This is an optimization exercise on Yosys and OpenROAD, whose aim is small area, not a production implementation. Function was checked by simulation only, so behaviour that the tests miss may differ from the original. The flow treats the clock pin as an ideal source. Dropping or thinning the clock tree relies on that and would not hold on a real chip. No activity file was given, so power comes from the tool's default toggle rates.

== job 173 ==
==> flow/design.v <==
module reuleaux(input logic clk, input logic rst_n, input logic [2:0] colour,
                input logic [7:0] centre_x, input logic [6:0] centre_y, input logic [7:0] diameter,
                input logic start, output logic done,
                output logic [7:0] vga_x, output logic [6:0] vga_y,
                output logic [2:0] vga_colour, output logic vga_plot);
     logic       dflt;       
     logic [1:0] circ;       
     logic [2:0] oct;        
     logic [2:0] bc;         
     logic [7:0] ox, oy, m;  
     logic       ms;         
     logic [6:0] srx, sry;   
     logic [1:0] dl;         
     logic       c1, c2, ca, cb, cx_c, cy_c, cm;       
     logic       gl, gh, gy;                           
     logic       lb;         
     logic clr, idle, ini, pre, b0, b7, o0, o1, o7;
     assign clr  = (circ == 2'd3) & !oct[2] & !oct[1];
     assign idle = (circ == 2'd3) & oct[2];
     assign ini  = (circ == 2'd3) & oct[1] & !oct[0];
     assign pre  = (circ == 2'd3) & oct[1] & oct[0];
     assign b0  = (bc == 3'd0);
     assign b7  = (bc == 3'd7);
     assign o0  = (circ == 2'd0) && (oct == 3'd0);    
     assign o1  = (circ == 2'd0) && (oct == 3'd1);
     assign o7  = (circ == 2'd2) && (oct == 3'd7);
     logic [2:0] bn;
     logic k80, k80n, dn, xb, yb, hb;
     assign bn   = bc + 3'd1;
     assign k80  = (bc == 3'd4) | (bc == 3'd6);             
     assign k80n = (bn == 3'd4) | (bn == 3'd6);
     assign dn = dflt ? k80n : diameter[bn];              
     assign xb = dflt ? k80 : centre_x[bc];
     assign yb = b7 ? 1'b0 : (dflt ? ((bc >= 3'd2) & (bc <= 3'd5)) : centre_y[bc]);    
     assign hb = b7 ? 1'b0 : dn;          
     logic x1b, x2b, k1, k2, ta, tb, ty, yc, y1b;
     assign k1  = b0 ? dl[0] : c1;                       
     assign x1b = xb ^ hb ^ k1;
     assign k2  = b0 ? 1'b1 : c2;
     assign x2b = xb ^ ~hb ^ k2;
     assign ta  = b0 ? 1'b0 : dl[1];                      
     assign ty  = yb ^ ta ^ (ca & !b0);
     logic [3:0] d9;
     assign d9  = {diameter[3] ^ diameter[0], diameter[2:0]};        
     assign tb  = (bc >= 3'd3) & !dflt & d9[bn[1:0]];    
     assign yc  = cb & !b0;
     assign y1b = b7 ? 1'b0 : (ty ^ tb ^ yc);
     logic cxb, cyb, lob, hib;
     always_comb begin
          case (circ)
               2'd0: begin cxb = x1b; cyb = y1b; end
               2'd1: begin cxb = x2b; cyb = y1b; end
               default: begin cxb = xb; cyb = (bc == 3'd0) | (bc == 3'd1) | (bc == 3'd2) | (bc == 3'd4); end   
          endcase
     end
     assign lob = (circ == 2'd1) ? xb : x2b;
     assign hib = (circ == 2'd0) ? xb : x1b;
     logic ab, bb, sx, sy, kx, ky, pxb, pyb, ax, by;
     assign sx  = oct[1];
     assign sy  = oct[2];
     assign ab  = oct[0] ? oy[0] : ox[0];
     assign bb  = oct[0] ? ox[0] : oy[0];
     assign ax  = ab ^ sx;
     assign by  = bb ^ sy;
     assign kx  = b0 ? sx : cx_c;
     assign ky  = b0 ? sy : cy_c;
     assign pxb = cxb ^ ax ^ kx;
     assign pyb = cyb ^ by ^ ky;
     logic gl_n, gh_n, gy_n, lp_n, yp, yq;
     assign gl_n = (pxb ^ lob) ? pxb : (b0 | gl);           
     assign gh_n = (pxb ^ hib) ? hib : (b0 | gh);           
     assign yp   = circ[1] ? pyb : y1b;
     assign yq   = circ[1] ? y1b : pyb;
     assign gy_n = (yp ^ yq) ? yp : (b0 | gy);              
     assign lp_n = (ox[0] ^ oy[0]) ? ox[0] : (b0 | lb);     
     logic x_on, y_on, y_23, draw_ok;
     assign x_on = !pxb | (!srx[6] & !srx[5]);                     
     assign y_on = !pyb & !(sry[6] & sry[5] & sry[4] & sry[3]);    
     assign y_23 = pyb | sry[6] | sry[5] | (sry[4] & (sry[3] | (sry[2] & sry[1] & sry[0])));
     assign draw_ok = (circ != 2'd3) && b7 && x_on && y_on && gl_n && gh_n && gy_n && (lp_n || !o0) && (circ[1] || y_23);
     logic c_on, lz;
     assign c_on = (!bc[0] | (!srx[6] & !srx[5])) & !(sry[6] & sry[5] & sry[4] & sry[3]);
     assign lz   = !bc[0] && (srx == 7'd0) && (sry == 7'd0);
     assign vga_x      = {clr ? bc[0] : pxb, srx};
     assign vga_y      = sry;
     assign vga_colour = clr ? 3'b000 : colour;
     assign vga_plot   = clr ? c_on : draw_ok;
     assign done       = idle;
     logic kc, kb, oy_n, ox_n, mop, mk, m_n, mc;
     assign kc   = o7 & (b0 | cm);
     assign kb   = o7 & (b0 ? ms : lb);
     assign oy_n = oy[0] ^ kc;
     assign ox_n = ox[0] ^ kb;
     assign mop  = o1 ? !oy[0] : (o0 & ms & ox[0]);
     assign mk   = b0 ? (o1 & (dl[0] ^ oy[0])) : (cm & !o7);
     assign m_n  = m[0] ^ mop ^ mk;
     assign mc   = (m[0] & mop) | (mk & (m[0] ^ mop));
     always_ff @(posedge clk) begin
          bc   <= bc + 3'd1;
          dl   <= {dl[0], dn};
          c1   <= (xb & hb) | (k1 & (xb ^ hb));
          c2   <= (xb & ~hb) | (k2 & (xb ^ ~hb));
          ca   <= (yb & ta) | ((ca & !b0) & (yb ^ ta));
          cb   <= (ty & tb) | (yc & (ty ^ tb));
          cx_c <= (cxb & ax) | (kx & (cxb ^ ax));
          cy_c <= (cyb & by) | (ky & (cyb ^ by));
          gl   <= gl_n;
          gh   <= gh_n;
          gy   <= gy_n;
          lb   <= o7 ? (!ox[0] & kb) : lp_n;
          cm   <= o7 ? (oy[0] & kc) : mc;
          oy   <= {ini ? 1'b0 : oy_n, oy[7:1]};
          ox   <= {ini ? dl[0] : ox_n, ox[7:1]};
          m    <= {ini ? hb : m_n, m[7:1]};
          if (ini) ms <= 1'b0;
          else if (b7) ms <= ms ^ o1 ^ mc;
          srx  <= {clr ? sry[0] : pxb, srx[6:1]};
          sry  <= {clr ? !(srx[0] ^ srx[1] ^ srx[2] ^ sry[5]) : pyb, sry[6:1]};
          if (!rst_n) begin
               dflt   <= 1'b1;
               circ   <= 2'd3;
               oct    <= 3'd0;
               srx[0] <= 1'b0;
          end else if (idle) begin
               if (start) begin
                    dflt <= 1'b0;
                    oct  <= 3'b011;
               end
          end else if (clr) begin
               if (lz) begin
                    oct[0] <= 1'b1;
                    if (oct[0]) oct <= 3'b011;
               end
          end else if (b7) begin
               if (pre) begin
                    oct  <= 3'b010;
               end else if (ini) begin
                    circ <= 2'd0;
                    oct  <= 3'd0;
               end else if (o0 && !lp_n) begin
                    circ <= 2'd3;
                    oct  <= 3'b100;
               end else begin
                    oct <= oct + 3'd1;
                    if (oct == 3'd7) circ <= (circ == 2'd2) ? 2'd0 : circ + 2'd1;
               end
          end
     end
endmodule
clock: 18.0 ns
lec_check: 0
cap_margin: 20
core_margin: 2
core_utilization: 40
slew_margin: 20
standard.sh (not shown) runs the stock make flow with config.mk's settings and CLKGATE_MAP_FILE= SYNTH_SCRIPT=/design/flow/synth_recipe.tcl, a recipe that flattens the netlist after the stock synthesis.
==> flow/flow/run.sh <==
#!/bin/bash
# The standard layout (standard.sh), with three changes:
#  - synthesis maps the logic with an area-oriented ABC script (flow/abc_area.script)
#    and leaves adders to ABC instead of mapping them to full-adder cells first;
#    registers are mapped exactly as in the standard synthesis;
#  - the port buffers are the smallest buffer cell;
#  - the clock tree is built by flow/cts.tcl in place of TritonCTS: one root
#    buffer and four leaf buffers, one per quarter of the registers.
# Each step's output goes to its own log file here.
set -euo pipefail
rm -rf synth_scripts
cp -r "$FLOW_HOME/scripts" synth_scripts
cp flow/abc_area.script synth_scripts/abc_speed.script
bash standard.sh "SCRIPTS_DIR=$PWD/synth_scripts" 'ADDER_MAP_FILE=' synth > standard_synth.log 2>&1
B='BUFFER_PORTS_ARGS=-buffer_cell sky130_fd_sc_hd__buf_1'
bash standard.sh "$B" place > standard_place.log 2>&1
RDIR="$PWD/orfs/results/$FLOW_PLATFORM/reuleaux/base" LEAVES=4 LEAFBUF=sky130_fd_sc_hd__clkbuf_8 \
  ROOTBUF=sky130_fd_sc_hd__clkbuf_4 openroad -exit flow/cts.tcl > cts.log 2>&1
bash standard.sh "$B" finish > standard_finish.log 2>&1
Other scripts of this flow, unchanged in this note and not shown: flow/flow/abc_area.script, flow/flow/cts.tcl
## Diff of input files: job 6868 against job 173
--- a/flow/design.v
+++ b/flow/design.v
@@ -5,6 +5,7 @@
                 output logic [2:0] vga_colour, output logic vga_plot);
      logic       dflt;       
      logic [1:0] circ;       
+     logic       ini;        
      logic [2:0] oct;        
      logic [2:0] bc;         
      logic [7:0] ox, oy, m;  
@@ -14,37 +15,34 @@
      logic       c1, c2, ca, cb, cx_c, cy_c, cm;       
      logic       gl, gh, gy;                           
      logic       lb;         
-     logic clr, idle, ini, pre, b0, b7, o0, o1, o7;
-     assign clr  = (circ == 2'd3) & !oct[2] & !oct[1];
+     logic clr, idle, b0, b7, o0, o1, o7;
+     assign clr  = (circ == 2'd3) & !oct[2];
      assign idle = (circ == 2'd3) & oct[2];
-     assign ini  = (circ == 2'd3) & oct[1] & !oct[0];
-     assign pre  = (circ == 2'd3) & oct[1] & oct[0];
      assign b0  = (bc == 3'd0);
      assign b7  = (bc == 3'd7);
-     assign o0  = (circ == 2'd0) && (oct == 3'd0);    
-     assign o1  = (circ == 2'd0) && (oct == 3'd1);
-     assign o7  = (circ == 2'd2) && (oct == 3'd7);
+     assign o0  = !ini && (oct == 3'd0);    
+     assign o1  = !ini && (oct == 3'd1);
+     assign o7  = !ini && (oct == 3'd7);
      logic [2:0] bn;
-     logic k80, k80n, dn, xb, yb, hb;
+     logic k80, k80n, dn, xb, yb, d0, hb;
      assign bn   = bc + 3'd1;
      assign k80  = (bc == 3'd4) | (bc == 3'd6);             
      assign k80n = (bn == 3'd4) | (bn == 3'd6);
      assign dn = dflt ? k80n : diameter[bn];              
      assign xb = dflt ? k80 : centre_x[bc];
      assign yb = b7 ? 1'b0 : (dflt ? ((bc >= 3'd2) & (bc <= 3'd5)) : centre_y[bc]);    
+     assign d0 = !dflt & diameter[0];
      assign hb = b7 ? 1'b0 : dn;          
      logic x1b, x2b, k1, k2, ta, tb, ty, yc, y1b;
-     assign k1  = b0 ? dl[0] : c1;                       
+     assign k1  = b0 ? d0 : c1;
      assign x1b = xb ^ hb ^ k1;
      assign k2  = b0 ? 1'b1 : c2;
      assign x2b = xb ^ ~hb ^ k2;
      assign ta  = b0 ? 1'b0 : dl[1];                      
      assign ty  = yb ^ ta ^ (ca & !b0);
-     logic [3:0] d9;
-     assign d9  = {diameter[3] ^ diameter[0], diameter[2:0]};        
-     assign tb  = (bc >= 3'd3) & !dflt & d9[bn[1:0]];    
+     assign tb  = (bc >= 3'd3) & !dflt & diameter[{1'b0, bn[1:0]}];    
      assign yc  = cb & !b0;
-     assign y1b = b7 ? 1'b0 : (ty ^ tb ^ yc);
+     assign y1b = b7 ? 1'b0 : (ty ^ tb ^ yc ^ ((bc == 3'd6) & d0));    
      logic cxb, cyb, lob, hib;
      always_comb begin
           case (circ)
@@ -77,7 +75,7 @@
      assign x_on = !pxb | (!srx[6] & !srx[5]);                     
      assign y_on = !pyb & !(sry[6] & sry[5] & sry[4] & sry[3]);    
      assign y_23 = pyb | sry[6] | sry[5] | (sry[4] & (sry[3] | (sry[2] & sry[1] & sry[0])));
-     assign draw_ok = (circ != 2'd3) && b7 && x_on && y_on && gl_n && gh_n && gy_n && (lp_n || !o0) && (circ[1] || y_23);
+     assign draw_ok = (circ != 2'd3) && b7 && !ini && x_on && y_on && gl_n && gh_n && gy_n && (lp_n || !o0) && (circ[1] || y_23);
      logic c_on, lz;
      assign c_on = (!bc[0] | (!srx[6] & !srx[5])) & !(sry[6] & sry[5] & sry[4] & sry[3]);
      assign lz   = !bc[0] && (srx == 7'd0) && (sry == 7'd0);
@@ -92,7 +90,7 @@
      assign oy_n = oy[0] ^ kc;
      assign ox_n = ox[0] ^ kb;
      assign mop  = o1 ? !oy[0] : (o0 & ms & ox[0]);
-     assign mk   = b0 ? (o1 & (dl[0] ^ oy[0])) : (cm & !o7);
+     assign mk   = b0 ? (o1 & (d0 ^ oy[0])) : (cm & !o7);
      assign m_n  = m[0] ^ mop ^ mk;
      assign mc   = (m[0] & mop) | (mk & (m[0] ^ mop));
      always_ff @(posedge clk) begin
@@ -110,7 +108,7 @@
           lb   <= o7 ? (!ox[0] & kb) : lp_n;
           cm   <= o7 ? (oy[0] & kc) : mc;
           oy   <= {ini ? 1'b0 : oy_n, oy[7:1]};
-          ox   <= {ini ? dl[0] : ox_n, ox[7:1]};
+          ox   <= {ini ? (b0 ? d0 : dl[0]) : ox_n, ox[7:1]};
           m    <= {ini ? hb : m_n, m[7:1]};
           if (ini) ms <= 1'b0;
           else if (b7) ms <= ms ^ o1 ^ mc;
@@ -119,30 +117,36 @@
           if (!rst_n) begin
                dflt   <= 1'b1;
                circ   <= 2'd3;
-               oct    <= 3'd0;
+               oct[2] <= 1'b0;
+               oct[0] <= 1'b0;
                srx[0] <= 1'b0;
           end else if (idle) begin
                if (start) begin
                     dflt <= 1'b0;
-                    oct  <= 3'b011;
+                    circ <= 2'd0;
+                    ini  <= 1'b1;
+                    oct  <= 3'd0;
+                    bc   <= 3'd0;
                end
           end else if (clr) begin
                if (lz) begin
                     oct[0] <= 1'b1;
-                    if (oct[0]) oct <= 3'b011;
+                    if (oct[0]) begin
+                         circ <= 2'd0;
+                         ini  <= 1'b1;
+                         oct  <= 3'd0;
+                         bc   <= 3'd0;
+                    end
                end
           end else if (b7) begin
-               if (pre) begin
-                    oct  <= 3'b010;
-               end else if (ini) begin
-                    circ <= 2'd0;
-                    oct  <= 3'd0;
-               end else if (o0 && !lp_n) begin
-                    circ <= 2'd3;
-                    oct  <= 3'b100;
+               if (ini) begin
+                    ini <= 1'b0;
+               end else if (oct == 3'd0 && !lp_n) begin
+                    circ <= circ + 2'd1;
+                    if (circ == 2'd2) oct <= 3'b100;
+                    else ini <= 1'b1;
                end else begin
                     oct <= oct + 3'd1;
-                    if (oct == 3'd7) circ <= (circ == 2'd2) ? 2'd0 : circ + 2'd1;
                end
           end
      end
--- outcome ---
- Job 173 did not stop at any stage, and its layout met the timing, DRC and antenna checks.
- Job 6868 | status: complete | timing, DRC, antenna: pass
- Cmp job 173 and job 6868 / met1 demand-to-capacity share in global routing / lower: job 173
- For tightest hold margin, job 6868 and job 173 come out practically identical.
- Job 6868 vs job 173 on met2 track demand over resource in global routing: job 6868 is the higher one.
- The number of fill cells was comparable across job 173 and job 6868.
- Flop count, job 173 -> job 6868: increased
- Looking only at power, and setting everything else aside, the higher value of job 173 and job 6868 goes to job 6868.
- Job 173 reports its launching element of the worst setup path as diameter[0] while job 6868 reports centre_y[0].
- Looking only at cell total after placement, and setting everything else aside, the lower value of job 173 and job 6868 goes to job 173.
- Clock network power (higher): job 6868
- Relative to job 173, job 6868 degrades final worst-path setup slack.
- The global-route usage of job 6868 exceeds that of job 173 by 1.1 points.
- As far as hold-critical path depth goes, job 173 and job 6868 are indistinguishable; the numbers are identical.
No run of this note takes its clock network from TritonCTS; it comes from the design's own scripts or RTL.

## static timing again, ports no longer ideal
The flow's constraints put no driver on any port. The routed layouts listed below were extracted and timed again, unchanged, in two steps.
Step 1 assumes that a clkbuf_16 drives the clock port and a buf_2 every other input.
Step 2, shift: input delay + t, output delay - t, t = (earliest + latest rising clock arrival at the registers) / 2. This alone moves slack from input paths to output paths.
a / b / c = no drivers / after step 1 / after step 2; a / b = the first two.
run | shift t [ns] | slack for setup (ns) | worst register clock-pin slew, ns
job 173 | 0.382 | 7.113 / 7.087 / 7.087 | 0.10 / 0.10
job 6868 | 0.390 | 6.982 / 6.958 / 6.958 | 0.09 / 0.09
After both steps every run listed still meets setup and hold. For job 173, which loses most, drivers alone change the setup slack by -0.026 ns; drivers and shift together by -0.026 ns.
